Context: an optimization exercise on an open-source flow, tuned for small area. The choices shown serve that exercise and are no tape-out recipe.
Only simulation tests tie the RTL to the original design; equivalence was not proved.
No activity file was given, so power comes from the tool's default toggle rates.

==> flow/config.mk <==
export PLATFORM = sky130hd
export DESIGN_NAME = sid_top
export DESIGN_NICKNAME = sid_top
export VERILOG_FILES = /design/flow/design.v
export SDC_FILE = /design/flow/constraint.sdc
export NUM_CORES = 4
export LEC_CHECK = 0
export CAP_MARGIN = 20
export CORE_MARGIN = 2
export CORE_UTILIZATION = 40
export SLEW_MARGIN = 20
==> flow/constraint.sdc <==
create_clock -name core_clock -period 15.0 [get_ports {clk}]
set_input_delay 3.0000 -clock core_clock [delete_from_list [all_inputs] [get_ports {clk}]]
set_output_delay 3.0000 -clock core_clock [all_outputs]
set_load 0.01 [all_outputs]
==> flow/design.v <==
module SID_channels(
	input [15:0] freq1,
	input [15:0] freq2,
	input [15:0] freq3,
	input [11:0] pw1,
	input [11:0] pw2,
	input [11:0] pw3,
	input [7:0] ctrl_reg1,
	input [7:0] ctrl_reg2,
	input [7:0] ctrl_reg3,
	input [7:0] atk_dec1,
	input [7:0] atk_dec2,
	input [7:0] atk_dec3,
	input [7:0] sus_rel1,
	input [7:0] sus_rel2,
	input [7:0] sus_rel3,
	input clk,
	input clk_enable,
	input rst,
	input [2:0] clk_div,
	output reg [11:0] sample1,
	output reg [11:0] sample2,
	output reg [11:0] sample3,
	output reg [7:0] ch3_env
);
wire [1:0] curr_channel = clk_div[2:1];
reg [15:0] curr_freq;
reg [11:0] curr_pw;
reg [7:0] curr_ctrl_reg;
reg [7:0] curr_atk_dec;
reg [7:0] curr_sus_rel;
always @(*) begin
	case(curr_channel)
		0: begin
			curr_freq = freq1;
			curr_pw = pw1;
			curr_ctrl_reg = ctrl_reg1;
			curr_atk_dec = atk_dec1;
			curr_sus_rel = sus_rel1;
		end
		1: begin
			curr_freq = freq2;
			curr_pw = pw2;
			curr_ctrl_reg = ctrl_reg2;
			curr_atk_dec = atk_dec2;
			curr_sus_rel = sus_rel2;
		end
		default: begin
			curr_freq = freq3;
			curr_pw = pw3;
			curr_ctrl_reg = ctrl_reg3;
			curr_atk_dec = atk_dec3;
			curr_sus_rel = sus_rel3;
		end
	endcase
end
wire noise    = curr_ctrl_reg[7];
wire square   = curr_ctrl_reg[6];
wire sawtooth = curr_ctrl_reg[5];
wire triangle = curr_ctrl_reg[4];
wire test     = curr_ctrl_reg[3];
wire ringm    = curr_ctrl_reg[2];
wire sync     = curr_ctrl_reg[1];
wire gate     = curr_ctrl_reg[0];
wire [3:0] attack  = curr_atk_dec[7:4];
wire [3:0] decay   = curr_atk_dec[3:0];
wire [3:0] sustain = curr_sus_rel[7:4];
wire [3:0] releas  = curr_sus_rel[3:0];
reg [22:0] lfsr0, lfsr1, lfsr2;
reg [23:0] accum0, accum1, accum2;
reg [7:0]  env0, env1, env2;
reg [4:0]  expc0, expc1, expc2;
reg [14:0] envc0, envc1, envc2;
reg [1:0]  adsr0, adsr1, adsr2;
reg [2:0]  expp0, expp1, expp2;
reg rf0, rf1, rf2;
wire [22:0] c_lfsr  = rf0 ? 23'h7fffff : lfsr0;
wire [23:0] c_accum = rf0 ? 24'h555555 : accum0;
wire [7:0]  c_env   = rf0 ? 8'h00 : env0;
wire [4:0]  c_expc  = rf0 ? 5'h00 : expc0;
wire [14:0] c_envc  = rf0 ? 15'h0000 : envc0;
wire [1:0]  c_adsr  = rf0 ? 'b11 : adsr0;
wire [2:0]  c_expp  = rf0 ? 3'd0 : expp0;
reg ring_out;
reg sync_out;
wire [23:0] accum_next = c_accum + {8'h00, curr_freq};
wire lfsr_next = (c_lfsr[22] ^ c_lfsr[17]) | test;
wire [7:0] noise_sample = {c_lfsr[20], c_lfsr[18], c_lfsr[14], c_lfsr[11], c_lfsr[9], c_lfsr[5], c_lfsr[2], c_lfsr[0]};
wire pulse_sample = c_accum[23:12] >= curr_pw;
wire [11:0] saw_sample = c_accum[23:12];
wire [11:0] triangle_sample = {c_accum[22:12], 1'b0} ^ {12{c_accum[23]}} ^ {12{ringm && ring_out}};
wire [11:0] osc_sample = 
	(square ? {12{pulse_sample}} : 12'hFFF) &
	(sawtooth ? saw_sample : 12'hFFF) &
	(triangle ? triangle_sample : 12'hFFF) &
	(noise ? {noise_sample, 4'b0} : 12'hFFF);
wire [3:0] table_ptr = c_adsr == 'b01 ? attack : (c_adsr == 'b10 ? decay : releas);
reg [14:0] adsr_table;
always @(*) begin
	case(table_ptr)
	0:  adsr_table = 8;
	1:  adsr_table = 31;
	2:  adsr_table = 62;
	3:  adsr_table = 94;
	4:  adsr_table = 148;
	5:  adsr_table = 219;
	6:  adsr_table = 266;
	7:  adsr_table = 312;
	8:  adsr_table = 391;
	9:  adsr_table = 976;
	10: adsr_table = 1953;
	11: adsr_table = 3125;
	12: adsr_table = 3906;
	13: adsr_table = 11719;
	14: adsr_table = 19531;
	15: adsr_table = 31250;
	endcase
end
wire [19:0] mul_sample = osc_sample * c_env;
wire env_top = c_envc == adsr_table;
wire [23:0] n_accum = (sync && sync_out) || test ? 24'h0 : accum_next;
wire [22:0] n_lfsr = (!test && !c_accum[19] && accum_next[19]) ? {c_lfsr[21:0], lfsr_next} : c_lfsr;
reg [4:0] exp_period;
always @(*) begin
	case(c_expp)
		0: exp_period = 5'h01;
		1: exp_period = 5'h02;
		2: exp_period = 5'h04;
		3: exp_period = 5'h08;
		4: exp_period = 5'h10;
		default: exp_period = 5'h1E;
	endcase
end
wire [4:0] n_expc = c_expc == exp_period ? 5'h0 : c_expc + 5'h1;
reg [14:0] n_envc;
reg [1:0] n_adsr;
reg [7:0] n_env;
always @(*) begin
	n_envc = c_envc;
	if(c_expc == 0 || c_adsr == 'b01) n_envc = c_envc + 1;
	if(env_top) n_envc = 0;
	n_adsr = c_adsr;
	if(!gate) n_adsr = 'b11;
	n_env = c_env;
	case(c_adsr)
		'b01: begin
			if(env_top) n_env = c_env + 1;
			if(c_env == 255) n_adsr = 'b10;
		end
		'b10: begin
			if(env_top && c_env != {sustain, sustain}) n_env = c_env - 1;
		end
		'b11: begin
			if(env_top && c_env != 0) n_env = c_env - 1;
			if(gate) n_adsr = 'b01;
		end
		default: begin
		end
	endcase
end
reg [2:0] n_expp2;
always @(*) begin
	case(env2)
		8'hFF: n_expp2 = 3'd0;
		8'h5D: n_expp2 = 3'd1;
		8'h36: n_expp2 = 3'd2;
		8'h1A: n_expp2 = 3'd3;
		8'h0E: n_expp2 = 3'd4;
		8'h06: n_expp2 = 3'd5;
		8'h00: n_expp2 = 3'd0;
		default: n_expp2 = expp2;
	endcase
end
always @(*) begin
	case(clk_div)
		1, 2: ch3_env = rf1 ? 8'h00 : env1;
		3, 4: ch3_env = rf0 ? 8'h00 : env0;
		default: ch3_env = rf2 ? 8'h00 : env2;
	endcase
end
wire active = clk_enable && curr_channel != 3;
wire rotate = active && !clk_div[0];
wire upd_exp = active && clk_div[0];
always @(posedge clk) begin
	if(rst) begin
		rf0 <= 1; rf1 <= 1; rf2 <= 1;
		ring_out <= 0;
		sync_out <= 0;
		sample1 <= 0;
		sample2 <= 0;
		sample3 <= 0;
	end else begin
		if(rotate) begin
			rf0 <= rf1; rf1 <= rf2; rf2 <= 0;
			ring_out <= c_accum[23];
			sync_out <= !c_accum[23] && accum_next[23];
			case(curr_channel)
				0: sample1 <= mul_sample[19:8];
				1: sample2 <= mul_sample[19:8];
				default: sample3 <= mul_sample[19:8];
			endcase
		end
	end
end
always @(posedge clk) begin
	if(!rst) begin
		if(rotate) begin
			lfsr0 <= lfsr1; lfsr1 <= lfsr2; lfsr2 <= n_lfsr;
			accum0 <= accum1; accum1 <= accum2; accum2 <= n_accum;
			adsr0 <= adsr1; adsr1 <= adsr2; adsr2 <= n_adsr;
			expc0 <= expc1; expc1 <= expc2; expc2 <= n_expc;
			envc0 <= envc1; envc1 <= envc2; envc2 <= n_envc;
			env0 <= env1; env1 <= env2; env2 <= n_env;
			expp0 <= expp1; expp1 <= expp2; expp2 <= c_expp;
		end
		if(upd_exp) expp2 <= n_expp2;
	end
end
endmodule
module SID_filter(
	output [14:0] sample_out,
	input [11:0] sample_1,
	input [11:0] sample_2,
	input [11:0] sample_3,
	input [10:0] reg_fc,
	input [7:0] res_filt,
	input [7:0] mode_vol,
	input clk,
	input clk_enable,
	input rst,
	input [2:0] filter_step,
	output sample_ready
);
wire filt_1 = res_filt[0];
wire filt_2 = res_filt[1];
wire filt_3 = res_filt[2];
wire three_off = mode_vol[7];
wire hp = mode_vol[6];
wire bp = mode_vol[5];
wire lp = mode_vol[4];
reg [15:0] sample_acc;
assign sample_out = sample_acc[15:1];
reg [25:0] high;
reg [31:0] band;
reg [25:0] low;
reg [3:0]  res_c;    
reg [10:0] fc_c;     
reg hp_c, lp_c, bp_c;
reg f2_c, f3_c;      
reg [25:0] acc;
reg [10:0] res_lut;
always @(*) begin
	case(res_c)
		0: res_lut = 11'h5a8;
		1: res_lut = 11'h52b;
		2: res_lut = 11'h4c2;
		3: res_lut = 11'h468;
		4: res_lut = 11'h41b;
		5: res_lut = 11'h3d8;
		6: res_lut = 11'h39d;
		7: res_lut = 11'h368;
		8: res_lut = 11'h339;
		9: res_lut = 11'h30f;
		10: res_lut = 11'h2e9;
		11: res_lut = 11'h2c6;
		12: res_lut = 11'h2a7;
		13: res_lut = 11'h28a;
		14: res_lut = 11'h270;
		15: res_lut = 11'h257;
	endcase
end
reg [5:0] digit;
always @(*) begin
	case(filter_step)
		1: digit = {1'b0, reg_fc[10:6]};
		3: digit = {1'b0, res_lut[10:6]};
		4: digit = res_lut[5:0];
		5: digit = {1'b0, fc_c[10:6]};
		default: digit = fc_c[5:0];
	endcase
end
wire second = !filter_step[0];    
wire [31:0] mul_b = {band[31:26], filter_step[2] && filter_step[1] || filter_step == 5 ? high : band[25:0]};
wire [31:0] prod = (second ? {acc, 6'h00} : 32'h0) + digit * mul_b;
wire step4 = filter_step == 4;
wire [31:0] sub_a = step4 ? {6'h00, {4{prod[31]}}, prod[31:10]} : (filter_step[2] ? band : {6'h00, low});
wire [31:0] sub_b = step4 ? {6'h00, high} : {{20{prod[25]}}, prod[25:14]};
wire [31:0] sub_out = sub_a - sub_b;
wire [25:0] high_next = sub_out[25:0];
wire [31:0] band_low_next = sub_out;
reg [11:0] filt_add;
always @(*) begin
	case(filter_step)
		0: filt_add = filt_1 ? sample_1 : 12'h000;
		1: filt_add = f2_c ? sample_2 : 12'h000;
		default: filt_add = f3_c ? sample_3 : 12'h000;
	endcase
end
wire [25:0] high_prep = (filter_step == 0 ? low : high) + {13'h0000, filt_add, 1'b0};
reg [15:0] acc_add;
always @(*) begin
	case(filter_step)
		1: acc_add = {3'b000, sample_1, 1'b0};
		2: acc_add = {3'b000, sample_2, 1'b0};
		3: acc_add = {3'b000, sample_3, 1'b0};
		5: acc_add = low[15:0];
		default: acc_add = sub_out[15:0];
	endcase
end
wire [15:0] sample_acc_next = sample_acc + acc_add;
assign sample_ready = filter_step == 0;
always @(posedge clk) begin
	if(rst) begin
		band        <= 0;
		low         <= 0;
	end else if(clk_enable) begin
		if(!second) acc <= prod[25:0];
		case(filter_step)
			0: begin
				high <= high_prep;
				f2_c <= filt_2;
				f3_c <= filt_3;
				res_c <= res_filt[7:4];
				sample_acc <= 16'h8000;
			end
			1: begin
				high <= high_prep;
				fc_c[5:0] <= reg_fc[5:0];
				hp_c <= hp;
				if(!filt_1) sample_acc <= sample_acc_next;
			end
			2: begin
				high <= high_prep;
				fc_c <= reg_fc;
				low <= band_low_next[25:0];
				lp_c <= lp;
				if(!filt_2) sample_acc <= sample_acc_next;
			end
			3: begin
				bp_c <= bp;
				if(!filt_3 && !three_off) sample_acc <= sample_acc_next;
			end
			4: begin
				high <= high_next;
				if(hp_c) sample_acc <= sample_acc_next;
			end
			6: begin
				band <= band_low_next;
				if(bp_c) sample_acc <= sample_acc_next;
			end
			5: begin
				if(lp_c) sample_acc <= sample_acc_next;
			end
			default: begin
			end
		endcase
	end
end
endmodule
`default_nettype none
module spi_dac_i(
	input [11:0] sample_in_1,
	input [11:0] sample_in_2,
	input clk,
	input rst,
	output reg spi_le,
	output reg spi_clk,
	output reg spi_dat_1,
	output reg spi_dat_2,
	input sample_ready
);
reg [11:0] spi_dat_buff_0;
reg [11:0] spi_dat_buff_1;
reg [4:0] counter;
wire wait_st = counter[4] && counter[3];
always @(posedge clk) begin
	if(rst) begin
		spi_le <= 1;
		spi_clk <= 0;
		spi_dat_1 <= 0;
		spi_dat_2 <= 0;
		counter <= 0;
		spi_dat_buff_0 <= 0;
		spi_dat_buff_1 <= 0;
	end else begin
		spi_le <= !wait_st;
		spi_clk <= !wait_st && counter[0];
		if(wait_st) begin
			spi_dat_buff_0 <= sample_in_1;
			spi_dat_buff_1 <= sample_in_2;
			if(sample_ready) counter <= 0;
		end else begin
			counter <= counter + 1;
			if(!counter[0]) begin
				spi_dat_1 <= spi_dat_buff_0[11];
				spi_dat_2 <= spi_dat_buff_1[11];
				spi_dat_buff_0 <= {spi_dat_buff_0[10:0], 1'b0};
				spi_dat_buff_1 <= {spi_dat_buff_1[10:0], 1'b0};
			end
		end
	end
end
endmodule
/*verilator lint_off WIDTH*/
`default_nettype none
module tt_um_rejunity_sn76489 #( parameter CHANNEL_OUTPUT_BITS = 10,
                                 parameter MASTER_OUTPUT_BITS = 8,
                                 parameter SPI_MASTER_OUTPUT_BITS = 12
) (
    input clk,
    input rst,
    input [7:0] data,
    input we,
    output [SPI_MASTER_OUTPUT_BITS-1:0] spi_master,
    input clk_enable,
    input clk_master_strobe
);
    localparam NUM_TONES = 3;
    localparam NUM_NOISES = 1;
    localparam ATTENUATION_CONTROL_BITS = 4;
    localparam FREQUENCY_COUNTER_BITS = 10;
    localparam NOISE_CONTROL_BITS = 3;
    localparam NUM_CHANNELS = NUM_TONES + NUM_NOISES;    
    reg [ATTENUATION_CONTROL_BITS-1:0]  control_attn[NUM_CHANNELS-1:0];
    reg [FREQUENCY_COUNTER_BITS-1:0]    control_tone_freq[NUM_TONES-1:0];
    reg [NOISE_CONTROL_BITS-1:0]        control_noise[NUM_NOISES-1:0];
    reg [2:0] latch_control_reg;
    reg restart_noise;
    always @(posedge clk) begin
        if (rst) begin
            control_attn[0] <= 4'b1111;
            control_attn[1] <= 4'b1111;
            control_attn[2] <= 4'b1111;
            control_attn[3] <= 4'b1111;
            control_tone_freq[0] <= 1;
            control_tone_freq[1] <= 1;
            control_tone_freq[2] <= 1;
            control_noise[0] <= 3'b100;
            latch_control_reg <= 0;
            restart_noise <= 0;
        end else if(clk_enable) begin
            restart_noise <= 0;
            if (we) begin
                if (data[7] == 1'b1) begin
                    case(data[6:4])
                        3'b000 : control_tone_freq[0][3:0] <= data[3:0];
                        3'b010 : control_tone_freq[1][3:0] <= data[3:0];
                        3'b100 : control_tone_freq[2][3:0] <= data[3:0];
                        3'b110 : 
                            begin 
                                control_noise[0] <= data[2:0];
                                restart_noise <= 1;
                            end
                        3'b001 : control_attn[0] <= data[3:0];
                        3'b011 : control_attn[1] <= data[3:0];
                        3'b101 : control_attn[2] <= data[3:0];
                        3'b111 : control_attn[3] <= data[3:0];
                        default : begin end
                    endcase
                    latch_control_reg <= data[6:4];
                end else begin
                    case(latch_control_reg)
                        3'b000 : control_tone_freq[0][9:4] <= data[5:0];
                        3'b010 : control_tone_freq[1][9:4] <= data[5:0];
                        3'b100 : control_tone_freq[2][9:4] <= data[5:0];
                        3'b001 : control_attn[0] <= data[3:0];
                        3'b011 : control_attn[1] <= data[3:0];
                        3'b101 : control_attn[2] <= data[3:0];
                        3'b111 : control_attn[3] <= data[3:0];
                        default : begin end
                    endcase
                end
            end
        end
    end
    wire                           channels [NUM_CHANNELS-1:0];
    wire [CHANNEL_OUTPUT_BITS-1:0] volumes  [NUM_CHANNELS-1:0];
    genvar i;
    generate
        for (i = 0; i < NUM_TONES; i = i + 1) begin : tone
            tone #(.COUNTER_BITS(FREQUENCY_COUNTER_BITS)) gen (
                .clk(clk),
                .enable(clk_master_strobe),
                .reset(rst),
                .compare(control_tone_freq[i]),
                .out(channels[i])
                );
        end
        for (i = 0; i < NUM_NOISES; i = i + 1) begin : noise
            noise #(.COUNTER_BITS(FREQUENCY_COUNTER_BITS)) gen (
                .clk(clk),
                .enable(clk_master_strobe),
                .reset(rst),
                .restart_noise(restart_noise),
                .control(control_noise[i]),
                .driven_by_tone(channels[NUM_TONES-1]),  
                .out(channels[NUM_TONES+i])
                );
        end
        for (i = 0; i < NUM_CHANNELS; i = i + 1) begin : chan
            attenuation #(.VOLUME_BITS(CHANNEL_OUTPUT_BITS)) attenuation (
                .in(channels[i]),
                .control(control_attn[i]),
                .out(volumes[i])
                );
        end
    endgenerate
    assign spi_master = volumes[0] + volumes[1] + volumes[2] + volumes[3];
endmodule
module attenuation #( parameter CONTROL_BITS = 4, parameter VOLUME_BITS = 14 ) (
    input  wire in,
    input  wire [CONTROL_BITS-1:0] control,
    output reg  [VOLUME_BITS-1:0] out
);
    always @(*) begin
        case(in ? control : 15)  
            0:  out = 1023;
            1:  out = 812;
            2:  out = 645;
            3:  out = 512;
            4:  out = 407;
            5:  out = 323;
            6:  out = 256;
            7:  out = 204;
            8:  out = 162;
            9:  out = 128;
            10: out = 102;
            11: out = 81;
            12: out = 64;
            13: out = 51;
            14: out = 40;
                default:
                    out = 0;
        endcase
    end
endmodule
/*verilator lint_off WIDTH*/
module noise #( parameter LFSR_BITS = 15, LFSR_TAP0 = 0, LFSR_TAP1 = 1, parameter COUNTER_BITS = 10 ) (
    input  wire clk,
    input  wire enable,
    input  wire reset,
    input  wire restart_noise,
    input  wire [2:0] control,
    input  wire driven_by_tone,
    output wire  out
);
    localparam SHIFT_RATE_0 = 16;  
    localparam SHIFT_RATE_1 = 32;  
    localparam SHIFT_RATE_2 = 64;  
    localparam SHIFT_RATE_MAX = SHIFT_RATE_2;
    wire is_white_noise = control[2];
    reg trigger;
    always @(*) begin
        case(control[1:0])
            2'b00:  trigger = counter[$clog2(SHIFT_RATE_0)];
            2'b01:  trigger = counter[$clog2(SHIFT_RATE_1)];
            2'b10:  trigger = counter[$clog2(SHIFT_RATE_2)];
            2'b11:  trigger = driven_by_tone;
        endcase
    end
    reg [$clog2(SHIFT_RATE_MAX):0] counter;
    always @(posedge clk) begin
        if (reset)
            counter <= 0;
        else
            if (enable)
                counter <= counter + 1'b1;
    end
    wire trigger_edge;
    signal_edge signal_edge(
        .clk(clk),
        .reset(reset),
        .signal(trigger),
        .on_posedge(trigger_edge)
    );
    wire reset_lfsr = reset | restart_noise;
    reg [LFSR_BITS-1:0] lfsr;
    always @(posedge clk) begin
        if (reset_lfsr)
            lfsr <= 1'b1 << (LFSR_BITS-1);
        else begin
            if (trigger_edge) begin
                if (is_white_noise) begin
                    lfsr <= {lfsr[LFSR_TAP0] ^ lfsr[LFSR_TAP1], lfsr[LFSR_BITS-1:1]};
                end else begin
                    lfsr <= {lfsr[LFSR_TAP0]                  , lfsr[LFSR_BITS-1:1]};
                end
            end
        end
    end
    assign out = lfsr[0];
endmodule
module signal_edge(
    input  wire clk,
    input  wire reset,
    input  wire signal,
    output wire on_posedge,
    output wire on_negedge,
    output wire on_edge
);
    reg previous_signal_state_0;
    reg previous_signal_state_1;
    always @(posedge clk) begin
        if (reset) begin
            previous_signal_state_0 <= 0;  
            previous_signal_state_1 <= 1;  
        end else begin
            previous_signal_state_0 <= signal;
            previous_signal_state_1 <= signal;
        end
    end
    assign on_edge    = on_posedge | on_negedge;
    assign on_posedge = (previous_signal_state_0 != signal &&  signal);
    assign on_negedge = (previous_signal_state_1 != signal && !signal);
endmodule
module tone #( parameter COUNTER_BITS = 10 ) (
    input  wire clk,
    input  wire enable,
    input  wire reset,
    input  wire [COUNTER_BITS-1:0]  compare,
    output wire out
);
    reg [COUNTER_BITS-1:0] counter;
    reg state;
    always @(posedge clk) begin
        if (reset) begin
            counter <= 1;
            state <= 0;
        end else begin
            if (enable) begin
                if (counter == 1) begin
                    counter <= compare;          
                    state <= ~state;             
                end else begin
                    counter <= counter - 1'b1;
                end
             end
        end
    end
    assign out = state;
endmodule
`default_nettype none
module sid_top(
	output DAC_clk,
	output DAC_le,
	output DAC_dat_1,
	output DAC_dat_2,
	input [5:0] addr,
	input [7:0] bus_in,
	output reg [7:0] bus_out,
	input bus_cyc,
	input bus_we,
	input clk,
	input rst
);
reg [7:0] read_res;
always @(*) begin
	case(addr)
		default: read_res = 8'h00;
		0: read_res = freq_1[7:0];
		1: read_res = freq_1[15:8];
		2: read_res = pw_1[7:0];
		3: read_res = {4'h0, pw_1[11:8]};
		4: read_res = ctrl_1;
		5: read_res = atk_dec_1;
		6: read_res = sus_rel_1;
		7: read_res = freq_2[7:0];
		8: read_res = freq_2[15:8];
		9: read_res = pw_2[7:0];
		10: read_res = {4'h0, pw_2[11:8]};
		11: read_res = ctrl_2;
		12: read_res = atk_dec_2;
		13: read_res = sus_rel_2;
		14: read_res = freq_3[7:0];
		15: read_res = freq_3[15:8];
		16: read_res = pw_3[7:0];
		17: read_res = {4'h0, pw_3[11:8]};
		18: read_res = ctrl_3;
		19: read_res = atk_dec_3;
		20: read_res = sus_rel_3;
		21: read_res = {5'h00, fc[2:0]};
		22: read_res = fc[10:3];
		23: read_res = res_filt;
		24: read_res = mode_vol;
		25: read_res = {6'h20, clk_trg};
		27: read_res = sample_3[11:4];
		28: read_res = ch3_env;
	endcase
end
reg [15:0] freq_1;
reg [11:0] pw_1;
reg [7:0]  ctrl_1;
reg [7:0]  atk_dec_1;
reg [7:0]  sus_rel_1;
reg [15:0] freq_2;
reg [11:0] pw_2;
reg [7:0]  ctrl_2;
reg [7:0]  atk_dec_2;
reg [7:0]  sus_rel_2;
reg [15:0] freq_3;
reg [11:0] pw_3;
reg [7:0]  ctrl_3;
reg [7:0]  atk_dec_3;
reg [7:0]  sus_rel_3;
reg [10:0] fc;
reg [7:0]  res_filt;
reg [7:0]  mode_vol;
wire [11:0] sample_1;
wire [11:0] sample_2;
wire [11:0] sample_3;
wire [7:0] ch3_env;
reg [1:0] clk_ctr;
reg [1:0] clk_trg;
reg [4:0] step_ctr;
wire enable = clk_trg == 0 || clk_ctr == clk_trg;
always @(posedge clk) begin
    if(rst) begin
        clk_ctr   <= 0;
        clk_trg   <= 0;
        step_ctr  <= 0;
        freq_1    <= 0;
        pw_1      <= 12'h800;
        ctrl_1    <= 0;
        atk_dec_1 <= 0;
        sus_rel_1 <= 0;
        freq_2    <= 0;
        pw_2      <= 12'h800;
        ctrl_2    <= 0;
        atk_dec_2 <= 0;
        sus_rel_2 <= 0;
        freq_3    <= 0;
        pw_3      <= 12'h800;
        ctrl_3    <= 0;
        atk_dec_3 <= 0;
        sus_rel_3 <= 0;
        fc        <= 0;
        res_filt  <= 0;
        mode_vol  <= 0;
        bus_out   <= 0;
    end else begin
        if(enable) clk_ctr <= 0;
        else clk_ctr <= clk_ctr + 1;
        if(enable) step_ctr <= step_ctr + 1;
        if(bus_cyc) bus_out <= read_res;
        if(bus_cyc && bus_we) begin
            case(addr)
                0:  freq_1[7:0]  <= bus_in;
                1:  freq_1[15:8] <= bus_in;
                2:  pw_1[7:0]    <= bus_in;
                3:  pw_1[11:8]   <= bus_in[3:0];
                4:  ctrl_1       <= bus_in;
                5:  atk_dec_1    <= bus_in;
                6:  sus_rel_1    <= bus_in;
                7:  freq_2[7:0]  <= bus_in;
                8:  freq_2[15:8] <= bus_in;
                9:  pw_2[7:0]    <= bus_in;
                10: pw_2[11:8]   <= bus_in[3:0];
                11: ctrl_2       <= bus_in;
                12: atk_dec_2    <= bus_in;
                13: sus_rel_2    <= bus_in;
                14: freq_3[7:0]  <= bus_in;
                15: freq_3[15:8] <= bus_in;
                16: pw_3[7:0]    <= bus_in;
                17: pw_3[11:8]   <= bus_in[3:0];
                18: ctrl_3       <= bus_in;
                19: atk_dec_3    <= bus_in;
                20: sus_rel_3    <= bus_in;
                21: fc[2:0]      <= bus_in[2:0];
                22: fc[10:3]     <= bus_in;
                23: res_filt     <= bus_in;
                24: mode_vol     <= bus_in;
                25: clk_trg      <= bus_in[1:0];
                default: begin
                end
            endcase
        end
    end
end
SID_channels channels(
    .freq1(freq_1),
    .freq2(freq_2),
    .freq3(freq_3),
    .pw1(pw_1),
    .pw2(pw_2),
    .pw3(pw_3),
    .ctrl_reg1(ctrl_1),
    .ctrl_reg2(ctrl_2),
    .ctrl_reg3(ctrl_3),
    .atk_dec1(atk_dec_1),
    .atk_dec2(atk_dec_2),
    .atk_dec3(atk_dec_3),
    .sus_rel1(sus_rel_1),
    .sus_rel2(sus_rel_2),
    .sus_rel3(sus_rel_3),
    .clk(clk),
    .clk_enable(enable),
    .rst(rst),
    .clk_div(step_ctr[2:0]),
    .sample1(sample_1),
    .sample2(sample_2),
    .sample3(sample_3),
    .ch3_env(ch3_env)
);
wire [14:0] full_sample_1;
wire sample_ready;
SID_filter filters(
    .sample_out(full_sample_1),
    .sample_1(sample_1),
    .sample_2(sample_2),
    .sample_3(sample_3),
    .reg_fc(fc),
    .res_filt(res_filt),
    .mode_vol(mode_vol),
    .clk(clk),
    .clk_enable(enable),
    .rst(rst),
    .filter_step(step_ctr[2:0]),
    .sample_ready(sample_ready)
);
wire [11:0] full_sample_2;
spi_dac_i spi_dac_i(
    .sample_in_1(full_sample_1[14:3]),
    .sample_in_2(full_sample_2),
    .clk(clk),
    .rst(rst),
    .spi_le(DAC_le),
    .spi_clk(DAC_clk),
    .spi_dat_1(DAC_dat_1),
    .spi_dat_2(DAC_dat_2),
    .sample_ready(sample_ready)
);
tt_um_rejunity_sn76489 tt_um_rejunity_sn76489(
    .clk(clk),
    .rst(rst),
    .data(bus_in),
    .we(bus_cyc && bus_we && addr == 31),
    .spi_master(full_sample_2),
    .clk_enable(enable),
    .clk_master_strobe(step_ctr == 0)
);
endmodule
==> flow/flow/run.sh <==
#!/bin/bash
# The standard layout, with clock tree synthesis told not to add dummy loads
# (cells that only balance the clock tree) and to use small leaf buffers.
set -euo pipefail
export CTS_ARGS="-sink_clustering_enable -repair_clock_nets -dont_use_dummy_load -buf_list sky130_fd_sc_hd__clkbuf_4 -sink_clustering_size 8 -sink_clustering_max_diameter 40"
bash standard.sh > standard_flow.log 2>&1
==> flow/standard.sh <==
#!/bin/bash
# synth_recipe.tcl (not shown) runs the flow's synth.tcl, then flattens the netlist and writes it again
# the make line also repeats each setting of config.mk as NAME=value (left out here)
make -C /OpenROAD-flow-scripts/flow DESIGN_CONFIG=/design/flow/config.mk WORK_HOME=/design/flow/orfs CLKGATE_MAP_FILE= SYNTH_SCRIPT=/design/flow/synth_recipe.tcl "${@:-finish}"
==> results of run 1 <==
synth_stat cells, types with 38 or more instances:
library cell,number,area share [%]
nand2_1,886,6.7
nor2_1,636,4.8
a21oi_1,543,5.5
dfxtp_1,452,18
edfxtp_1,328,20
inv_1,280,2.1
clkbuf_1,258,1.9
ha_1,232,5.8
fa_1,209,8.4
mux2i_1,203,4.1
o21ai_0,180,1.8
xnor2_1,127,2.2
nand3_1,125,1.3
nor3_1,120,1.2
nor2b_1,81,1.0
xor2_1,69,1.2
nand2b_1,61,0.77
a22oi_1,60,0.91
a211oi_1,58,0.88
a21o_1,44,0.66
or2_2,39,0.49
a221oi_1,38,0.67
through the flow:
stage | hold slack, ns | util (%) | power [mW] | cells
6_report | 0.385 | 42.6 | 5.45 | 7230
5_1_grt | 0.412 | 42.6 | 5.80 | 7230
4_1_cts | 0.386 | 42.6 | 5.49 | 7222
3_5_place_dp | 0.405 | 41.7 | 4.29 | 7079
3_3_place_gp | 0.401 | 41.7 | 4.26 | 7079
2_1_floorplan | 0.400 | - | 3.82 | 5644
routing by layer:
layer	vias to the layer above	track usage (%)	part of all wire, %
met5	-	0	0.0073
met4	2	9.60	3.7
met3	319	4.31	7.8
met2	1600	35.3	44
met1	19700	32.5	45
li1	19500	-	-
cell type report:
class                           count  share of cell area, %
Antenna cell                        8                 0.0380
Clock buffer                      143                   2.04
Inverter                          282                   2.01
Multi-Input combinational cell   4278                   54.5
Sequential cell                   780                   35.9
Tap cell                         1637                   3.89
Timing Repair Buffer              102                   1.65
final timing paths:
| path | endpoint | slack [ns] | cells after the start |
|---|---|---|---|
| max | filters.band[30] | 2.47 | 37 |
| min | channels.lfsr1[8] | 0.38 | 0 |
| max reg2reg | filters.band[30] | 2.47 | 37 |
| min reg2reg | channels.lfsr1[8] | 0.38 | 0 |
power breakdown:
| group | switching [mW] | total, mW | internal [mW] |
|---|---|---|---|
| registers | 0.156 | 2.55 | 2.39 |
| clock network | 0.750 | 1.18 | 0.435 |
| logic | 1.09 | 1.72 | 0.627 |
| total | 2.00 | 5.45 | 3.45 |
logic make-up after synthesis:
| family | synth area share, % |
|---|---|
| DFF | 38.0 |
| buffers and inverters | 4.54 |
| AOI/OAI and AO/OA | 16.0 |
| adders and majority gates | 14.2 |
| and+or+nand+nor | 18.9 |
| xor gates and xnor gates | 3.45 |
| muxes | 4.78 |
worst max-delay path, delay by kind of cell, from the launching register on:
family	cells	cell delay [ns]
AO/OA/AOI/OAI	18	5.44
adder cells (fa/ha/maj)	7	2.94
buffers and inverters	5	1.05
XOR/XNOR	1	0.10
flip-flops	1	0.83
AND/OR/NAND/NOR	6	2.03
==> results.py, run 1 <==
metrics = {
    "run_status": {
        "outcome": "complete, no violations",
    },
    "layout": {
        "regArea_sq_mm": 0.0189,
        "fillerInstances": 12300,
        "final_layout_size_suffix_gt1_share_pct": 6.03,
        "final_common_cell": "nand2_1",
        "final_cell_mix": "nand2_1 (885), nor2_1 (635), a21oi_1 (542)",
        "syn_to_final_growth_pct": 5.95,
        "fin_area_sq_mm": 0.0527,
        "largest_reg_flops": 32,
        "multi_input_area_sq_mm": 0.0287,
        "top_regs": "filters.band x32, tt_um_rejunity_sn76489.control_tone_freq x30, tt_um_rejunity_sn76489.tone.gen.counter x30",
        "largest_register": "filters.band",
        "layout.nets": 6046,
    },
    "placement": {
        "placed_area_sq_mm": 0.0516,
        "post-place-ws_ns": 2.74,
        "port_buffers": 29,
        "post-dp-hpwl_mm": 106,
        "gp_congestion": 1.01,
    },
    "floorplanning": {
        "std_cell_rows": 129,
        "dieArea_sq_mm": 0.127,
        "initial_utilization_pct": 40.2,
        "die_w_um": 357,
        "die_y_um": 357,
        "coreArea_sq_mm": 0.124,
        "pin_count": 30,
    },
    "cts": {
        "clk_latency_ns": 1.07,
        "numCtsBuffers": 143,
        "clkTransAtPathRegs_ns": 0.09,
        "cts_sinks": 780,
        "root_buffer": "clkbuf_4",
        "cts_max_path_buffers": 3,
        "post_cts_resized": 0,
        "post_cts_buffers": 0,
        "ctsHoldBuffers": 0,
        "htree_levels": 4,
        "cts_tree": "built",
    },
    "critical_path": {
        "regToRegStartpoint": "step_ctr[1]",
        "critPathKind": "flop to flop",
        "startpoint": "step_ctr[1]",
        "crit_path_max_fanout": 40,
        "required_ns": 15.85,
        "max_stage_delay_ns": 0.83,
        "worstSetupEndpointType": "flop",
        "arrival_ns": 13.39,
        "startpoint_type": "flop",
        "cpMaxStageDelayCell": "dfxtp_4",
    },
    "yosys": {
        "netlist_area_sq_mm": 0.0497,
        "synth-seq-cells": 780,
        "syn-mean-instance-area_sq_um": 8.81,
        "postSynthCellCount": 5644,
        "yosysSeqAreaShare_pct": 38.0,
        "synth_edf_count": 328,
        "ys_warn_count": 15,
        "postSynth.asyncResetShare_pct": 0,
        "ys_types": 94,
        "synth-main-ff-cell": "dfxtp_1",
        "synth_nets": 6103,
    },
    "sta": {
        "finalHoldViolations": 0,
        "fin_skew_ns": 0.112,
        "tightestPinTransition_ns": 1.17,
        "setup_viol": 0,
        "finalSetupTns_ns": 0,
        "min_period_ns": 12.53,
        "worst_slack_ns": 2.47,
        "relSlewSlack_pct": 21.3,
        "rsz0062_at_grt": "false",
        "slew_viol_final": 0,
        "fmax_mhz": 79.8,
        "timing.final.crit_share_pct": 83.6,
    },
    "worst_hold_path": {
        "hp-start": "channels.lfsr2[8]",
        "hp-class": "flop to flop",
    },
    "global_routing": {
        "grt_pass1_wl_mm": 232,
        "overflow": 0,
        "grt_pass1_vias": 38800,
        "grt_max_degree": 205,
        "track_usage_pct": 23.2,
        "antenna_found_initial": 6,
    },
    "route": {
        "drc": 0,
        "dr.pass1.iters": 9,
        "avgRoutedWirePerCell_um": 20.8,
        "ant_nets": 0,
        "via_per_inst": 5.69,
        "wl_mm": 150,
        "vias": 41100,
        "drtIter0Drc": 3938,
    },
    "pwr": {
        "leakage_nw": 20.5,
        "ir_drop_mv": 0.0792,
        "p_per_area_mw_per_mm2": 103,
    },
    "flow_run": {
        "cap_violations": 0,
    },
}
==> run 2, diff against run 1 <==
--- a/flow/design.v
+++ b/flow/design.v
@@ -85,6 +85,8 @@
 reg sync_out;
-wire [23:0] accum_next = c_accum + {8'h00, curr_freq};
+wire [23:0] accum_next;
+rc_add #(24) accum_add(.a(c_accum), .b({8'h00, curr_freq}), .ci(1'b0), .s(accum_next), .co());
 wire lfsr_next = (c_lfsr[22] ^ c_lfsr[17]) | test;
 wire [7:0] noise_sample = {c_lfsr[20], c_lfsr[18], c_lfsr[14], c_lfsr[11], c_lfsr[9], c_lfsr[5], c_lfsr[2], c_lfsr[0]};
-wire pulse_sample = c_accum[23:12] >= curr_pw;
+wire pulse_sample;
+rc_add #(12) pulse_cmp(.a(c_accum[23:12]), .b(~curr_pw), .ci(1'b1), .s(), .co(pulse_sample));
 wire [11:0] saw_sample = c_accum[23:12];
@@ -92,3 +94,2 @@
 wire [11:0] osc_sample = 
-	(square ? {12{pulse_sample}} : 12'hFFF) &
 	(sawtooth ? saw_sample : 12'hFFF) &
@@ -118,3 +119,14 @@
 end
-wire [19:0] mul_sample = osc_sample * c_env;
+wire [12:0] mrow [0:7];
+assign mrow[0] = {1'b0, osc_sample & {12{c_env[0]}}};
+wire [7:0] mlow;
+assign mlow[0] = mrow[0][0];
+genvar mi;
+generate
+	for(mi = 1; mi < 8; mi = mi + 1) begin : mul_row
+		rc_add #(12) row_add(.a(mrow[mi-1][12:1]), .b(osc_sample & {12{c_env[mi]}}), .ci(1'b0), .s(mrow[mi][11:0]), .co(mrow[mi][12]));
+		assign mlow[mi] = mrow[mi][0];
+	end
+endgenerate
+wire [19:0] mul_sample = {mrow[7][12:1], mlow} & {20{!square || pulse_sample}};
 wire env_top = c_envc == adsr_table;
@@ -133,3 +145,9 @@
 end
-wire [4:0] n_expc = c_expc == exp_period ? 5'h0 : c_expc + 5'h1;
+wire [4:0] expc_inc;
+rc_add #(5) expc_add(.a(c_expc), .b(5'h00), .ci(1'b1), .s(expc_inc), .co());
+wire [4:0] n_expc = c_expc == exp_period ? 5'h0 : expc_inc;
+wire [14:0] envc_inc;
+rc_add #(15) envc_add(.a(c_envc), .b(15'h0000), .ci(1'b1), .s(envc_inc), .co());
+wire [7:0] env_step;
+rc_add #(8) env_add(.a(c_env), .b({{7{c_adsr != 'b01}}, 1'b1}), .ci(1'b0), .s(env_step), .co());
 reg [14:0] n_envc;
@@ -139,3 +157,3 @@
 	n_envc = c_envc;
-	if(c_expc == 0 || c_adsr == 'b01) n_envc = c_envc + 1;
+	if(c_expc == 0 || c_adsr == 'b01) n_envc = envc_inc;
 	if(env_top) n_envc = 0;
@@ -146,3 +164,3 @@
 		'b01: begin
-			if(env_top) n_env = c_env + 1;
+			if(env_top) n_env = env_step;
 			if(c_env == 255) n_adsr = 'b10;
@@ -150,6 +168,6 @@
 		'b10: begin
-			if(env_top && c_env != {sustain, sustain}) n_env = c_env - 1;
+			if(env_top && c_env != {sustain, sustain}) n_env = env_step;
 		end
 		'b11: begin
-			if(env_top && c_env != 0) n_env = c_env - 1;
+			if(env_top && c_env != 0) n_env = env_step;
 			if(gate) n_adsr = 'b01;
@@ -298,3 +316,4 @@
 end
-wire [25:0] high_prep = (filter_step == 0 ? low : high) + {13'h0000, filt_add, 1'b0};
+wire [25:0] high_prep;
+rc_add #(26) prep_add(.a(filter_step == 0 ? low : high), .b({13'h0000, filt_add, 1'b0}), .ci(1'b0), .s(high_prep), .co());
 reg [15:0] acc_add;
@@ -305,7 +324,9 @@
 		3: acc_add = {3'b000, sample_3, 1'b0};
-		5: acc_add = low[15:0];
-		default: acc_add = sub_out[15:0];
+		5: acc_add = high[15:0];
+		6: acc_add = low[15:0];
+		default: acc_add = band[15:0];
 	endcase
 end
-wire [15:0] sample_acc_next = sample_acc + acc_add;
+wire [15:0] sample_acc_next;
+rc_add #(16) sacc_add(.a(sample_acc), .b(acc_add), .ci(1'b0), .s(sample_acc_next), .co());
 assign sample_ready = filter_step == 0;
@@ -344,2 +365,4 @@
 				high <= high_next;
+			end
+			5: begin
 				if(hp_c) sample_acc <= sample_acc_next;
@@ -348,7 +371,7 @@
 				band <= band_low_next;
-				if(bp_c) sample_acc <= sample_acc_next;
-			end
-			5: begin
 				if(lp_c) sample_acc <= sample_acc_next;
 			end
+			7: begin
+				if(bp_c) sample_acc <= sample_acc_next;
+			end
 			default: begin
@@ -375,2 +398,4 @@
 wire wait_st = counter[4] && counter[3];
+wire [4:0] counter_inc;
+rc_add #(5) counter_add(.a(counter), .b(5'b00000), .ci(1'b1), .s(counter_inc), .co());
 always @(posedge clk) begin
@@ -392,3 +417,3 @@
 		end else begin
-			counter <= counter + 1;
+			counter <= counter_inc;
 			if(!counter[0]) begin
@@ -507,3 +532,6 @@
     endgenerate
-    assign spi_master = volumes[0] + volumes[1] + volumes[2] + volumes[3];
+    wire [10:0] vol01, vol23;
+    rc_add #(10) vol01_add(.a(volumes[0]), .b(volumes[1]), .ci(1'b0), .s(vol01[9:0]), .co(vol01[10]));
+    rc_add #(10) vol23_add(.a(volumes[2]), .b(volumes[3]), .ci(1'b0), .s(vol23[9:0]), .co(vol23[10]));
+    rc_add #(11) vol_add(.a(vol01), .b(vol23), .ci(1'b0), .s(spi_master[10:0]), .co(spi_master[11]));
 endmodule
@@ -561,2 +589,4 @@
     reg [$clog2(SHIFT_RATE_MAX):0] counter;
+    wire [$clog2(SHIFT_RATE_MAX):0] counter_inc;
+    rc_add #($clog2(SHIFT_RATE_MAX)+1) counter_add(.a(counter), .b({($clog2(SHIFT_RATE_MAX)+1){1'b0}}), .ci(1'b1), .s(counter_inc), .co());
     always @(posedge clk) begin
@@ -566,3 +596,3 @@
             if (enable)
-                counter <= counter + 1'b1;
+                counter <= counter_inc;
     end
@@ -624,2 +654,4 @@
     reg state;
+    wire [COUNTER_BITS-1:0] counter_dec;
+    rc_add #(COUNTER_BITS) counter_sub(.a(counter), .b({COUNTER_BITS{1'b1}}), .ci(1'b0), .s(counter_dec), .co());
     always @(posedge clk) begin
@@ -634,3 +666,3 @@
                 end else begin
-                    counter <= counter - 1'b1;
+                    counter <= counter_dec;
                 end
@@ -715,2 +747,6 @@
 wire enable = clk_trg == 0 || clk_ctr == clk_trg;
+wire [1:0] clk_ctr_inc;
+wire [4:0] step_ctr_inc;
+rc_add #(2) clk_ctr_add(.a(clk_ctr), .b(2'b00), .ci(1'b1), .s(clk_ctr_inc), .co());
+rc_add #(5) step_ctr_add(.a(step_ctr), .b(5'b00000), .ci(1'b1), .s(step_ctr_inc), .co());
 always @(posedge clk) begin
@@ -741,4 +777,4 @@
         if(enable) clk_ctr <= 0;
-        else clk_ctr <= clk_ctr + 1;
-        if(enable) step_ctr <= step_ctr + 1;
+        else clk_ctr <= clk_ctr_inc;
+        if(enable) step_ctr <= step_ctr_inc;
         if(bus_cyc) bus_out <= read_res;
@@ -841 +877,19 @@
 endmodule
+module rc_add #(parameter W = 8) (
+	input [W-1:0] a,
+	input [W-1:0] b,
+	input ci,
+	output [W-1:0] s,
+	output co
+);
+wire [W:0] c;
+assign c[0] = ci;
+genvar i;
+generate
+	for(i = 0; i < W; i = i + 1) begin : bit_
+		assign s[i] = a[i] ^ b[i] ^ c[i];
+		assign c[i+1] = (a[i] & b[i]) | (c[i] & (a[i] ^ b[i]));
+	end
+endgenerate
+assign co = c[W];
+endmodule
==> flow/flow/run.sh (replaced) <==
#!/bin/bash
set -euo pipefail
export CTS_ARGS="-sink_clustering_enable -repair_clock_nets -dont_use_dummy_load -buf_list sky130_fd_sc_hd__clkbuf_4 -sink_clustering_size 8 -sink_clustering_max_diameter 40"
export PRE_GLOBAL_PLACE_TCL="$PWD/flow/pre_global_place.tcl"
bash standard.sh > standard_flow.log 2>&1
==> flow/flow/pre_global_place.tcl (new file) <==
remove_buffers
--- a/flow/config.mk
+++ b/flow/config.mk
@@ -10,2 +10,3 @@
 export CORE_UTILIZATION = 40
+export GPL_TIMING_DRIVEN = 0
 export SLEW_MARGIN = 20
==> run 2 against run 1 <==
  * Clock power hardly changed
  * Largest cell class unchanged
  * Routed wire length is 7.1% lower
  * Power is 1.7% lower
  * Critical path type unchanged
  * Core utilization is 0.61 points higher
==> results.py, run 2 <==
metrics = {
    "run_status": {
        "outcome": "complete, no violations",
    },
    "route": {
        "ant_nets": 0,
        "vias": 37900,
        "via_per_inst": 5.65,
        "drc": 0,
        "wl_mm": 140,
        "avgRoutedWirePerCell_um": 20.8,
        "drtIter0Drc": 4005,
        "dr.pass1.iters": 9,
    },
    "floorplanning": {
        "initial_utilization_pct": 40.2,
        "pin_count": 30,
        "coreArea_sq_mm": 0.120,
        "dieArea_sq_mm": 0.123,
        "die_w_um": 351,
        "die_y_um": 351,
        "std_cell_rows": 127,
    },
    "yosys": {
        "netlist_area_sq_mm": 0.0481,
        "synth_edf_count": 328,
        "ys_warn_count": 15,
        "synth_top_area_cell": "edfxtp_1",
        "yosysTopAreaCellShare_pct": 20.5,
        "ys_types": 91,
        "yosys-top-cells-area": "edfxtp_1 (20%), dfxtp_1 (19%), fa_1 (12%)",
        "postSynthCellCount": 5147,
        "syn-mean-instance-area_sq_um": 9.35,
        "netlist_top_cells_count": "nand2_1 (982), dfxtp_1 (452), a21oi_1 (416), nor2_1 (403), edfxtp_1 (328)",
        "synth-seq-cells": 780,
        "yosysSeqAreaShare_pct": 39.3,
        "synth.most_common_cell": "nand2_1",
        "synth_nets": 5646,
        "synth-main-ff-cell": "dfxtp_1",
        "postSynth.asyncResetShare_pct": 0,
    },
    "cts": {
        "htree_levels": 4,
        "clk_latency_ns": 1.09,
        "cts_max_path_buffers": 3,
        "post_cts_resized": 0,
        "numCtsBuffers": 136,
        "root_buffer": "clkbuf_4",
        "cts_sinks": 780,
        "cts_tree": "built",
        "ctsHoldBuffers": 0,
        "post_cts_buffers": 0,
        "clkTransAtPathRegs_ns": 0.09,
    },
    "critical_path": {
        "worstSetupEndpointType": "flop",
        "crit_top_cell": "fa_1",
        "max_stage_delay_ns": 0.63,
        "required_ns": 15.94,
        "arrival_ns": 15.12,
        "cp_num_buf_inv": 9,
        "crit_path_max_fanout": 65,
        "critPathKind": "flop to flop",
        "cpMaxStageDelayCell": "o311ai_1",
        "r2r_setup_slack_ns": 0.82,
        "startpoint_type": "flop",
        "crit_family": "adder cells",
    },
    "sta": {
        "min_period_ns": 14.18,
        "finalHoldViolations": 0,
        "fin_skew_ns": 0.130,
        "slew_viol_final": 0,
        "timing.final.crit_share_pct": 94.6,
        "tightestPinTransition_ns": 1.12,
        "relSlewSlack_pct": 24.7,
        "finalSetupTns_ns": 0,
        "rsz0062_at_grt": "false",
        "setup_viol": 0,
        "fmax_mhz": 70.5,
        "whs_ns": 0.376,
    },
    "layout": {
        "multi_input_area_sq_mm": 0.0273,
        "top_regs": "filters.band x32, tt_um_rejunity_sn76489.control_tone_freq x30, tt_um_rejunity_sn76489.tone.gen.counter x30",
        "regArea_sq_mm": 0.0189,
        "final_common_cell": "nand2_1",
        "layout.nets": 5586,
        "final_layout_size_suffix_gt1_share_pct": 7.26,
        "final_cell_mix": "nand2_1 (978), dfxtp_1 (447), a21oi_1 (414)",
        "largest_reg_flops": 32,
        "largest_register": "filters.band",
        "syn_to_final_growth_pct": 7.48,
        "fillerInstances": 11700,
        "fin_util_pct": 43.2,
    },
    "flow_run": {
        "cap_violations": 0,
    },
    "pwr": {
        "ir_drop_mv": 0.0801,
        "p_per_area_mw_per_mm2": 104,
        "leakage_nw": 20.2,
    },
    "global_routing": {
        "track_usage_pct": 22.7,
        "grt_pass1_vias": 36600,
        "grt_pass1_wl_mm": 218,
        "grt_max_degree": 121,
        "antenna_found_initial": 2,
        "overflow": 0,
    },
    "placement": {
        "gp_congestion": 0.970,
        "port_buffers": 29,
        "post-dp-hpwl_mm": 101,
    },
    "worst_hold_path": {
        "hp-class": "flop to flop",
    },
}
-- run 2: cell types whose count changed after synthesis, moves of 45 or more --
cell / delta
xnor2_1: -50
o21ai_0: -77
nand2_1: +96
xor2_1: -50
nor2_1: -233
a21oi_1: -127
fa_1: +76
nor3_1: -58
o211ai_1: +45
-- run 2: area by class of cell --
cell class,count,share of cell area (%)
antenna,7,0.0339
timing repair buffer,96,2.62
inverter,296,2.15
multi-input combinational,3777,52.8
tap,1612,3.90
clock buffer,136,1.97
sequential,780,36.6
-- run 2: report_power, final --
part / switching, mW / internal, mW / total, mW
Combinational: 1.04 / 0.641 / 1.68
Clock: 0.750 / 0.415 / 1.16
Sequential: 0.132 / 2.39 / 2.52
Total: 1.92 / 3.44 / 5.36
-- run 2: path summary, 6_finish.rpt --
path | from | endpoint | depth (start not counted)
worst max-delay path | step_ctr[2] | channels.sample1[10] | 40
worst min-delay path | channels.expp1[1] | channels.expp0[1] | 0
worst max register to register | step_ctr[2] | channels.sample1[10] | 40
worst min register to register | channels.expp1[1] | channels.expp0[1] | 0
-- run 2: cell families after synthesis --
kind of cell / share of synthesized area [%]
muxes: 6.19
DFF: 39.3
and+or+nand+nor: 16.9
AOI/OAI and AO/OA: 14.3
adders and majority gates: 17.0
buffers and inverters: 4.69
xor gates and xnor gates: 1.75
-- run 2: worst reg2reg max path, delay by kind of cell (launching register included) --
kind | cells | cell delay [ns]
fa+ha+maj | 23 | 9.52
simple gates | 4 | 0.89
flops | 1 | 0.60
compound gates | 3 | 1.08
buf+inv | 9 | 1.44
xor+xnor | 1 | 0.59
-- run 2: per-stage QoR --
stage / cells / power [mW] / worst slack, ns / instance area (sq um)
floorplan: 5147 / 3.78 / 1.62 / 48100
global placement: 6494 / 4.21 / -36.17 / 49300
detailed placement: 6560 / 4.23 / 0.383 / 50600
CTS: 6696 / 5.39 / 0.333 / 51700
global route: 6704 / 5.71 / 0.188 / 51700
finish: 6704 / 5.36 / 0.817 / 51700
-- run 2: routing by layer --
metal	GRT usage (%)	part of all wire (%)
met1	31.1	45
met2	35.5	45
met3	3.79	6.4
met4	9.30	4.0
met5	0	0
==> run 3, diff against run 2 <==
==> flow/flow/run.sh (replaced) <==
#!/bin/bash
# The standard layout, with clock tree synthesis told not to add dummy loads
# (cells that only balance the clock tree) and to use small leaf buffers.
set -euo pipefail
export CTS_ARGS="-sink_clustering_enable -repair_clock_nets -dont_use_dummy_load -buf_list sky130_fd_sc_hd__clkbuf_4 -sink_clustering_size 8 -sink_clustering_max_diameter 40"
bash standard.sh > standard_flow.log 2>&1
--- a/flow/config.mk
+++ b/flow/config.mk
@@ -10,3 +10,2 @@
 export CORE_UTILIZATION = 40
-export GPL_TIMING_DRIVEN = 0
 export SLEW_MARGIN = 20
removed: flow/flow/pre_global_place.tcl
==> run 3 against run 2 <==
  * Still clean
  * Maximum frequency increased by 1.2%
  * Area after synthesis unchanged
  * Core utilization decreased by 0.52 points
  * Sequential cell count unchanged
  * Critical endpoint is now channels.sample3[10]
  * Largest cell class unchanged
==> results.py, run 3 <==
metrics = {
    "critical_path": {
        "crit_family": "adder cells",
        "r2r-end": "channels.sample3[10]",
        "cp_num_buf_inv": 6,
        "crit_top_cell": "fa_1",
        "cpMaxStageDelayCell": "o311ai_0",
        "startpoint_type": "flop",
        "arrival_ns": 15.01,
        "regToRegStartpoint": "step_ctr[2]",
        "r2r_setup_slack_ns": 0.99,
        "required_ns": 16.00,
        "cp_num_cells": 37,
        "reg2regPathDepth": 37,
        "crit_path_max_fanout": 43,
        "critPathKind": "flop to flop",
        "max_stage_delay_ns": 0.89,
        "worstSetupEndpointType": "flop",
    },
    "cts": {
        "clk_latency_ns": 1.11,
        "root_buffer": "clkbuf_4",
        "post_cts_resized": 0,
        "post_cts_buffers": 0,
        "htree_levels": 4,
        "ctsHoldBuffers": 0,
        "numCtsBuffers": 137,
        "clkTransAtPathRegs_ns": 0.10,
        "cts_tree": "built",
        "cts_sinks": 780,
        "cts_max_path_buffers": 3,
    },
    "sta": {
        "fin_skew_ns": 0.130,
        "slew_viol_final": 0,
        "tightestPinTransition_ns": 1.18,
        "worst_slack_ns": 0.990,
        "min_period_ns": 14.01,
        "rsz0062_at_grt": "false",
        "fmax_mhz": 71.4,
        "finalHoldViolations": 0,
        "whs_ns": 0.361,
        "relSlewSlack_pct": 21.5,
        "timing.final.crit_share_pct": 93.4,
        "setup_viol": 0,
        "finalSetupTns_ns": 0,
    },
    "yosys": {
        "syn-mean-instance-area_sq_um": 9.35,
        "synth-main-ff-cell": "dfxtp_1",
        "postSynth.asyncResetShare_pct": 0,
        "ys_warn_count": 15,
        "synth.most_common_cell": "nand2_1",
        "yosysSeqAreaShare_pct": 39.3,
        "yosys-top-cells-area": "edfxtp_1 (20%), dfxtp_1 (19%), fa_1 (12%)",
        "netlist_area_sq_mm": 0.0481,
        "synth_nets": 5646,
        "netlist_top_cells_count": "nand2_1 (982), dfxtp_1 (452), a21oi_1 (416), nor2_1 (403), edfxtp_1 (328)",
        "synth_edf_count": 328,
        "postSynthCellCount": 5147,
        "ys_types": 91,
        "yosysTopAreaCellShare_pct": 20.5,
        "synth_top_area_cell": "edfxtp_1",
        "synth-seq-cells": 780,
    },
    "route": {
        "wl_met2_mm": 65.4,
        "wl_met3_mm": 9.91,
        "via_per_inst": 5.69,
        "vias": 38200,
        "wl_mm": 145,
        "avgRoutedWirePerCell_um": 21.6,
        "drtIter0Drc": 3792,
        "drc": 0,
        "top_layer_used": "met5",
        "ant_nets": 0,
        "met1_length_mm": 63.9,
        "dr.pass1.iters": 7,
    },
    "layout": {
        "syn_to_final_growth_pct": 6.19,
        "final_cell_mix": "nand2_1 (982), dfxtp_1 (449), a21oi_1 (415)",
        "final_common_cell": "nand2_1",
        "final_layout_size_suffix_gt1_share_pct": 6.88,
        "top_regs": "filters.band x32, tt_um_rejunity_sn76489.control_tone_freq x30, tt_um_rejunity_sn76489.tone.gen.counter x30",
        "layout.nets": 5600,
        "largest_register": "filters.band",
        "largest_reg_flops": 32,
        "fin_area_sq_mm": 0.0511,
    },
    "pwr": {
        "p_per_area_mw_per_mm2": 105,
        "seq_power_share_pct": 47.0,
        "switching_share_pct": 35.8,
        "ir_drop_mv": 0.110,
        "leakage_nw": 20.0,
        "clkPwrFrac_pct": 21.8,
        "intPower_mw": 3.43,
        "p_total_mw": 5.35,
        "switching_power_mw": 1.92,
        "pwr-share-comb_pct": 31.2,
    },
    "worst_hold_path": {
        "min_delay_path_depth": 0,
        "hp-start": "channels.expc1[3]",
        "min_to": "channels.expc0[3]",
        "hp-class": "flop to flop",
    },
    "global_routing": {
        "grt_pass1_vias": 36700,
        "grt_pass1_wl_mm": 224,
        "overflow": 0,
        "track_usage_pct": 23.6,
        "grt_max_degree": 176,
        "antenna_found_initial": 3,
    },
    "placement": {
        "placed_area_sq_mm": 0.0500,
        "post-place-ws_ns": 1.13,
        "port_buffers": 29,
        "post-dp-hpwl_mm": 102,
        "gp_congestion": 0.965,
    },
    "floorplanning": {
        "initial_utilization_pct": 40.2,
        "die_y_um": 351,
        "pin_count": 30,
        "die_w_um": 351,
        "std_cell_rows": 127,
        "dieArea_sq_mm": 0.123,
        "coreArea_sq_mm": 0.120,
    },
    "flow_run": {
        "cap_violations": 0,
    },
    "run_status": {
        "outcome": "complete, no violations",
    },
}
-- run 3: through the flow --
stage               std cells  util, %
floorplan                5147        -
global placement         6571     41.8
detailed placement       6571     41.8
CTS                      6708     42.7
global route             6719     42.7
finish                   6719     42.7
-- run 3: worst register-to-register path: cells and delay by family, from the launching register on --
kind / cells / cell delay, ns
buf+inv: 6 / 0.85
simple gates: 4 / 0.71
compound gates: 3 / 1.23
xor+xnor: 1 / 0.87
flops: 1 / 0.64
fa+ha+maj: 23 / 9.63
-- run 3: cell families (layout without fill, tap and decap cells) --
| kind of cell | count (synthesis) | after routing | synth area share [%] |
|---|---|---|---|
| xor gates and xnor gates | 96 | 96 | 1.75 |
| DFF | 780 | 780 | 39.3 |
| muxes | 286 | 286 | 6.19 |
| adders and majority gates | 482 | 482 | 17.0 |
| other | 0 | 8 | 0 |
| and+or+nand+nor | 1873 | 1873 | 16.9 |
| AOI/OAI and AO/OA | 1040 | 1040 | 14.3 |
| buffers and inverters | 590 | 542 | 4.69 |
-- run 3: how the worst max path moves through the flow --
stage / startpoint / to / slack [ns]
floorplan: rst / channels.accum0[0] / 1.62
global placement: step_ctr[2] / channels.sample3[10] / 1.36
CTS: step_ctr[2] / channels.sample3[10] / 1.09
detailed placement: step_ctr[2] / channels.sample3[10] / 1.13
global route: step_ctr[2] / channels.sample3[10] / 0.33
finish: step_ctr[2] / channels.sample3[10] / 0.99
-- run 3: layout make-up --
cell class,count,area (sq um)
Antenna cell,8,20.0
Timing Repair Buffer,109,897
Inverter,296,1110
Clock buffer,137,1030
Tap cell,1612,2020
Fill cell,11800,68500
Sequential cell,780,18900
Multi-Input combinational cell,3777,27100
-- run 3: power by group through the flow --
stage / clock, mW / combinational, mW / sequential [mW]
floorplan: 0 / 1.26 / 2.51
global placement: 0 / 1.63 / 2.55
detailed placement: 0 / 1.65 / 2.56
CTS: 1.20 / 1.66 / 2.51
global route: 1.28 / 1.87 / 2.53
finish: 1.16 / 1.67 / 2.51
-- run 3: routing by layer --
metal	vias up	global-route usage (%)
met5	-	0
met4	2	10.3
met3	289	3.50
met2	1434	36.7
met1	18700	32.5
li1	17800	-
==> run 4, diff against run 3 <==
--- a/flow/design.v
+++ b/flow/design.v
@@ -303,10 +303,6 @@
 wire step4 = filter_step == 4;
-wire [31:0] sub_a = step4 ? {6'h00, {4{prod[31]}}, prod[31:10]} : (filter_step[2] ? band : {6'h00, low});
-wire [31:0] sub_b = step4 ? {6'h00, high} : {{20{prod[25]}}, prod[25:14]};
-wire [31:0] sub_out = sub_a - sub_b;
-wire [25:0] high_next = sub_out[25:0];
-wire [31:0] band_low_next = sub_out;
+wire prep = !filter_step[2] && filter_step != 2;
 reg [11:0] filt_add;
 always @(*) begin
-	case(filter_step)
+	case(filter_step[1:0])
 		0: filt_add = filt_1 ? sample_1 : 12'h000;
@@ -316,4 +312,17 @@
 end
-wire [25:0] high_prep;
-rc_add #(26) prep_add(.a(filter_step == 0 ? low : high), .b({13'h0000, filt_add, 1'b0}), .ci(1'b0), .s(high_prep), .co());
+reg [25:0] sub_a_lo, sub_b_lo;
+always @(*) begin
+	case(filter_step)
+		0, 2: sub_a_lo = low;
+		1, 3: sub_a_lo = high;
+		4: sub_a_lo = {{4{prod[31]}}, prod[31:10]};
+		default: sub_a_lo = band[25:0];
+	endcase
+	if(prep) sub_b_lo = ~{13'h0000, filt_add, 1'b0};
+	else if(step4) sub_b_lo = high;
+	else sub_b_lo = {{14{prod[25]}}, prod[25:14]};
+end
+wire [31:0] sub_out = {band[31:26], sub_a_lo} + ~{{6{prod[25] && !prep}}, sub_b_lo} + {31'h0, !prep};
+wire [25:0] high_next = sub_out[25:0];
+wire [31:0] band_low_next = sub_out;
 reg [15:0] acc_add;
@@ -340,3 +349,3 @@
 			0: begin
-				high <= high_prep;
+				high <= high_next;
 				f2_c <= filt_2;
@@ -347,3 +356,3 @@
 			1: begin
-				high <= high_prep;
+				high <= high_next;
 				fc_c[5:0] <= reg_fc[5:0];
@@ -353,3 +362,2 @@
 			2: begin
-				high <= high_prep;
 				fc_c <= reg_fc;
@@ -360,2 +368,3 @@
 			3: begin
+				high <= high_next;
 				bp_c <= bp;
==> run 4 against run 3 <==
  * Via count shrank 2.6%
  * Sequential share of layout area up 0.78 points
  * Hold slack worse by 0.015 ns
  * Core utilization shrank 0.15 points
  * Count of clock-buffer cells in the layout rose by 7
  * Register-to-register slack improved by 0.67 ns
  * Critical path depth rose by 2
  * Maximum frequency rose by 5.0%
  * First-iteration DRC count down 0.50%
  * Largest power group unchanged
==> results.py, run 4 <==
metrics = {
    "sta": {
        "fin_skew_ns": 0.130,
        "finalHoldViolations": 0,
        "fmax_mhz": 75.0,
        "setup_viol": 0,
        "rsz0062_at_grt": "false",
        "relSlewSlack_pct": 24.2,
        "min_period_ns": 13.34,
        "tightestPinTransition_ns": 1.14,
        "slew_viol_final": 0,
        "finalSetupTns_ns": 0,
        "timing.final.crit_share_pct": 88.9,
    },
    "route": {
        "via_per_inst": 5.72,
        "wl_mm": 139,
        "avgRoutedWirePerCell_um": 21.4,
        "dr.pass1.iters": 12,
        "drc": 0,
        "drtIter0Drc": 3773,
        "ant_nets": 0,
        "vias": 37300,
    },
    "yosys": {
        "postSynth.asyncResetShare_pct": 0,
        "synth-main-ff-cell": "dfxtp_1",
        "yosys-top-cells-area": "edfxtp_1 (21%), dfxtp_1 (19%), fa_1 (12%)",
        "netlist_top_cells_count": "nand2_1 (890), dfxtp_1 (452), a21oi_1 (416), nor2_1 (409), edfxtp_1 (328)",
        "postSynthCellCount": 5027,
        "synth_edf_count": 328,
        "ys_types": 91,
        "ys_warn_count": 15,
        "synth-seq-cells": 780,
        "synth.most_common_cell": "nand2_1",
        "syn-mean-instance-area_sq_um": 9.40,
        "yosysSeqAreaShare_pct": 40.0,
        "yosysTopAreaCellShare_pct": 20.8,
        "netlist_area_sq_mm": 0.0473,
        "synth_top_area_cell": "edfxtp_1",
        "synth_nets": 5503,
    },
    "floorplanning": {
        "die_y_um": 348,
        "coreArea_sq_mm": 0.118,
        "die_w_um": 348,
        "initial_utilization_pct": 40.2,
        "dieArea_sq_mm": 0.121,
        "pin_count": 30,
        "std_cell_rows": 126,
    },
    "layout": {
        "top_regs": "filters.band x32, tt_um_rejunity_sn76489.control_tone_freq x30, tt_um_rejunity_sn76489.tone.gen.counter x30",
        "final_layout_size_suffix_gt1_share_pct": 7.12,
        "layout.cells.non_filler": 6513,
        "fin_area_sq_mm": 0.0501,
        "final_common_cell": "nand2_1",
        "largest_register": "filters.band",
        "largest_reg_flops": 32,
        "layout.nets": 5451,
        "syn_to_final_growth_pct": 5.92,
        "final_cell_mix": "nand2_1 (890), dfxtp_1 (449), a21oi_1 (416)",
    },
    "critical_path": {
        "r2r_setup_slack_ns": 1.66,
        "arrival_ns": 14.30,
        "cpMaxStageDelayCell": "o311ai_0",
        "startpoint_type": "flop",
        "crit_top_cell": "fa_1",
        "crit_path_max_fanout": 33,
        "critPathKind": "flop to flop",
        "cp_num_buf_inv": 9,
        "crit_family": "adder cells",
        "required_ns": 15.96,
        "worstSetupEndpointType": "flop",
        "max_stage_delay_ns": 0.84,
    },
    "global_routing": {
        "met1_usage_pct": 30.9,
        "overflow": 0,
        "antenna_found_initial": 4,
        "use_met2_pct": 36.2,
        "grt_pass1_wl_mm": 216,
        "track_usage_pct": 22.9,
        "grt.busiest_layer": "met2",
        "grt_max_degree": 198,
        "grt_pass1_vias": 36100,
        "grt_util_met3_pct": 4.39,
    },
    "cts": {
        "post_cts_buffers": 0,
        "post_cts_resized": 0,
        "cts_max_path_buffers": 3,
        "ctsHoldBuffers": 0,
        "clkTransAtPathRegs_ns": 0.10,
        "clk_latency_ns": 1.08,
        "cts_tree": "built",
        "htree_levels": 4,
        "numCtsBuffers": 144,
        "root_buffer": "clkbuf_4",
        "cts_sinks": 780,
    },
    "placement": {
        "post-dp-hpwl_mm": 97.8,
        "placed_area_sq_mm": 0.0489,
        "gp_congestion": 0.985,
        "port_buffers": 29,
        "dp_cells": 6364,
    },
    "worst_hold_path": {
        "hp-class": "flop to flop",
    },
    "flow_run": {
        "cap_violations": 0,
    },
    "pwr": {
        "leakage_nw": 19.1,
        "ir_drop_mv": 0.0958,
        "p_per_area_mw_per_mm2": 103,
    },
    "run_status": {
        "outcome": "complete, no violations",
    },
}
==> run 4: path summary, 6_finish.rpt <==
check                           from                   end  cells past startpoint
setup / recovery         step_ctr[2]  channels.sample3[10]                     39
hold / removal    channels.accum1[9]    channels.accum0[9]                      0
setup reg to reg         step_ctr[2]  channels.sample3[10]                     39
hold reg to reg   channels.accum1[9]    channels.accum0[9]                      0
==> run 4: stage by stage <==
stage,utilization (%),setup WS [ns],hold slack (ns),total power [mW]
2_1_floorplan,-,1.32,0.400,3.64
3_3_place_gp,41.6,1.92,0.400,3.98
3_5_place_dp,41.6,1.66,0.405,4.01
4_1_cts,42.5,1.70,0.333,5.21
5_1_grt,42.6,0.988,0.345,5.50
6_report,42.6,1.66,0.346,5.16
==> run 4: report_power, final <==
group	internal [mW]	switching (mW)
clock	0.438	0.752
sequential	2.40	0.131
combinational	0.536	0.896
total	3.38	1.78
==> run 4: final cells by class <==
class	instances	area [sq um]
diodes	4	10.0
clock buffers	144	1080
fillers	11600	67500
inverters	276	1040
multi-input cells	3678	26300
flip-flops and latches	780	18900
well taps	1536	1920
repair buffers	95	797
==> run 4: routing by layer <==
layer / part of all wire, % / vias to the layer above
met5: 0.021 / -
met4: 3.9 / 4
met3: 7.2 / 309
met2: 45 / 1404
met1: 44 / 18100
li1: - / 17400
==> run 4: cells by family after synthesis <==
logic type | Yosys count | synth area share [%]
xor+xnor | 86 | 1.59
fa+ha+maj | 458 | 16.5
simple gates | 1825 | 17.1
mux | 250 | 5.55
flops | 780 | 40.0
buf+inv | 569 | 4.62
compound gates | 1059 | 14.7

afterwards: timing with drivers on the ports:
How much do the figures lean on ideal ports? The routed layouts below were timed once more, with nothing changed but the port constraints.
Step 1, drivers: a clkbuf_16 drives clk and a buf_2 each remaining input, both assumed.
Step 2 also shifts input and output timing later by t, the mid clock arrival at the registers, as if the neighbouring blocks saw the same clock.
Three values: ideal, step 1, step 2; two values: the first two.
| run | t (ns) | slack for setup (ns) | worst data-port slew with drivers (ns) |
|---|---|---|---|
| run 1 | 1.090 | 2.467 / 2.467 / 2.467 | 0.18 |
| run 2 | 1.094 | 0.817 / 0.817 / 0.817 | 0.09 |
| run 3 | 1.116 | 0.990 / 0.990 / 0.990 | 0.08 |
| run 4 | 1.080 | 1.663 / 1.663 / 1.663 | 0.07 |
After both steps every run listed still meets setup and hold.
